What follows belongs to an exercise in optimizing a design on an open flow for small area, a short achievable clock period and few clock cycles per item; a production flow would make more cautious choices.
Function was checked by simulation only, so behaviour that the tests miss may differ from the original.
Power figures rest on the tool's default switching activity, not on a simulated workload.

Setup of job 101:
Design divider_top, start of the top module:
module divider_top (
  input  wire        clk,
  input  wire        rst,
  input  wire        start,
  input  wire [31:0] dividend,
  input  wire [31:0] divisor,
  output wire        ready,
  output reg         done,
  output reg  [31:0] quotient
);
Size in the first run: roughly 2100 cells after synthesis, ~100 I/O pins, ~0.016 sq mm of cells after synthesis.
Settings: LEC_CHECK=0, CAP_MARGIN=20, CORE_MARGIN=2, CORE_UTILIZATION=65, SLEW_MARGIN=20; clock period 130.0 ns.
run.sh (not shown) runs the stock make flow with config.mk's settings and CLKGATE_MAP_FILE= SYNTH_SCRIPT=/design/flow/synth_recipe.tcl, a recipe that flattens the netlist after the stock synthesis.
Testbench counts of job 101, summed over its fixed seeds: cycles 7,980, items 3,200.
diff inputs: job 101 => job 102
diff --git a/flow/config.mk b/flow/config.mk
--- a/flow/config.mk
+++ b/flow/config.mk
@@ -10 +10 @@
-export CORE_UTILIZATION = 65
+export CORE_UTILIZATION = 40
==> comparison <==
Total iterations of the first detailed-routing run in job 102 is 2 lower than in job 101. In job 102, the number of vias per cell came out 11% below the value in job 101. The power per cell area was comparable across job 101 and job 102.


Setup of build 61:
Another version of the RTL of divider_top (not shown whole).
For scale: roughly 2500 cells after synthesis, ~15000 sq um of cells after synthesis.
clock: 130.0 ns
lec_check: 0
abc_area: 1
cap_margin: 20
core_margin: 2
core_utilization: 40
cts_buf_list: sky130_fd_sc_hd__clkbuf_4 sky130_fd_sc_hd__clkbuf_8
slew_margin: 20
standard.sh (not shown) runs the stock make flow with config.mk's settings and CLKGATE_MAP_FILE= SYNTH_SCRIPT=/design/flow/synth_recipe.tcl, a recipe that flattens the netlist after the stock synthesis.
==> flow/flow/run.sh <==
#!/bin/bash
# The standard layout, with the port buffers made from the plain buffer cell
# (buf_1) rather than the delay buffer the resizer picks by default.
set -euo pipefail
export BUFFER_PORTS_ARGS="-buffer_cell sky130_fd_sc_hd__buf_1"
bash standard.sh > standard.log 2>&1
Testbench counts of build 61, summed over its fixed seeds: cycles 8,917, items 3,200.
> inputs changed (build 61 -> build 73)
- a deleted CTS_BUF_LIST that had been sky130_fd_sc_hd__clkbuf_4 sky130_fd_sc_hd__clkbuf_8
[summary]
- Build 61 did not stop at any stage, and its layout met the timing, design-rule and antenna checks.
- Build 73 finished every step from synthesis to the final layout, and the layout passed the timing, design-rule and antenna checks.
- Reported for build 61 and build 73, cell count after synthesis turned out identical to the last digit.
- Build 73 vs. build 61: stage delay of the slowest cell on the critical path went down by 0.03 ns.
- Per the comparison of build 73 with build 61, first-pass GRT wire length ~0 delta; total wirelength of the detailed-routed design ~0 delta.
Setup changes, build 73 to build 17
- CTS_BUF_LIST now sky130_fd_sc_hd__clkbuf_8, previously not set
--- outcome ---
In build 17, the area growth from synthesis to final layout came out 0.64 points below the value in build 73. Summary of build 17 over build 73: share of the cycle needed by the critical path after routing ~0 delta, maximum clock rate about even, number of maximum-capacitance violations did not really move, final cell count has remained practically unchanged, part of the total power dissipated in combinational logic has increased. In build 17 the utilization turned out 0.26 points lower than in build 73.


the baseline:
divider_top, a different RTL version from the one above (not shown whole).
For scale: ~100 flip-flops, roughly 17000 sq um of cells after synthesis.
clock: 130.0 ns
lec_check: 0
abc_area: 1
cap_margin: 20
core_margin: 2
core_utilization: 40
slew_margin: 20
Scripts as last shown in full above: flow/flow/run.sh
Testbench counts of the baseline, summed over its fixed seeds: cycles 7,980, items 3,200.
Here is what was changed in the inputs of the candidate compared with the baseline.
==> flow/run.sh (new file) <==
#!/bin/bash
# synth_recipe.tcl (not shown) runs the flow's synth.tcl, then flattens the netlist and writes it again
# the make line also repeats each setting of config.mk as NAME=value (left out here)
make -C /OpenROAD-flow-scripts/flow DESIGN_CONFIG=/design/flow/config.mk WORK_HOME=/design/flow/orfs CLKGATE_MAP_FILE= SYNTH_SCRIPT=/design/flow/synth_recipe.tcl finish
removed: flow/flow/run.sh
removed: flow/standard.sh
- When the candidate is set beside the baseline, its signed area change from the synthesized netlist to the final layout turns out to be 3.8 points larger.
- Wire length, the candidate and the baseline, higher one = the candidate.
- Compared with the baseline, the candidate shows a higher clock power.
- Going from the baseline to the candidate, cell area after layout now larger; least setup slack across all paths after layout now larger.
- Of the two values seen for worst setup path startpoint, first_r$_DFF_P_ was produced by the baseline and quotient[4]$_DFF_P_ by the candidate.
- Compared with the baseline, in the candidate layout buffering overhead excluding clock cells increased 3.2 points; first-pass GRT wire length saw an increase.
- Compared with the baseline, in the candidate relative contribution of combinational cells to total power rose 0.3 points; number of fillers in the final layout down 101; clock network power share went up 0.4 points; time the worst path needs with I/O delays and setup went down 1590 ps.

[what the ideal ports hide]
Ports are ideal in the flow. The routed layouts listed here were re-timed in OpenROAD.
Step 1, drivers: a clkbuf_16 drives clk and a buf_2 each remaining input, both assumed.
Step 2 times the ports against the registers' clock, not the clock port: input delays grow and output delays shrink by t, the midpoint of the rising clock arrivals with the driver on.
Slacks: no drivers / after step 1 / after step 2; pairs: no drivers / after step 1.
run | t, ns | slack for setup (ns) | worst setup path at the end
job 101 | 0.412 | 101.063 / 101.063 / 101.063 | register to register
job 102 | 0.442 | 101.463 / 101.463 / 101.463 | register to register
build 61 | 0.462 | 103.070 / 103.015 / 103.096 | input to register
build 73 | 0.419 | 103.130 / 103.074 / 103.075 | input to register
build 17 | 0.462 | 103.070 / 103.015 / 103.096 | input to register
the baseline | 0.447 | 101.036 / 101.036 / 101.036 | register to register
the candidate | 0.444 | 102.622 / 102.570 / 102.945 | input to register
After both steps setup and hold are still met in every run listed. The setup slack of build 73, which loses most, moves by -0.056 ns with the drivers and by -0.055 ns with both steps.
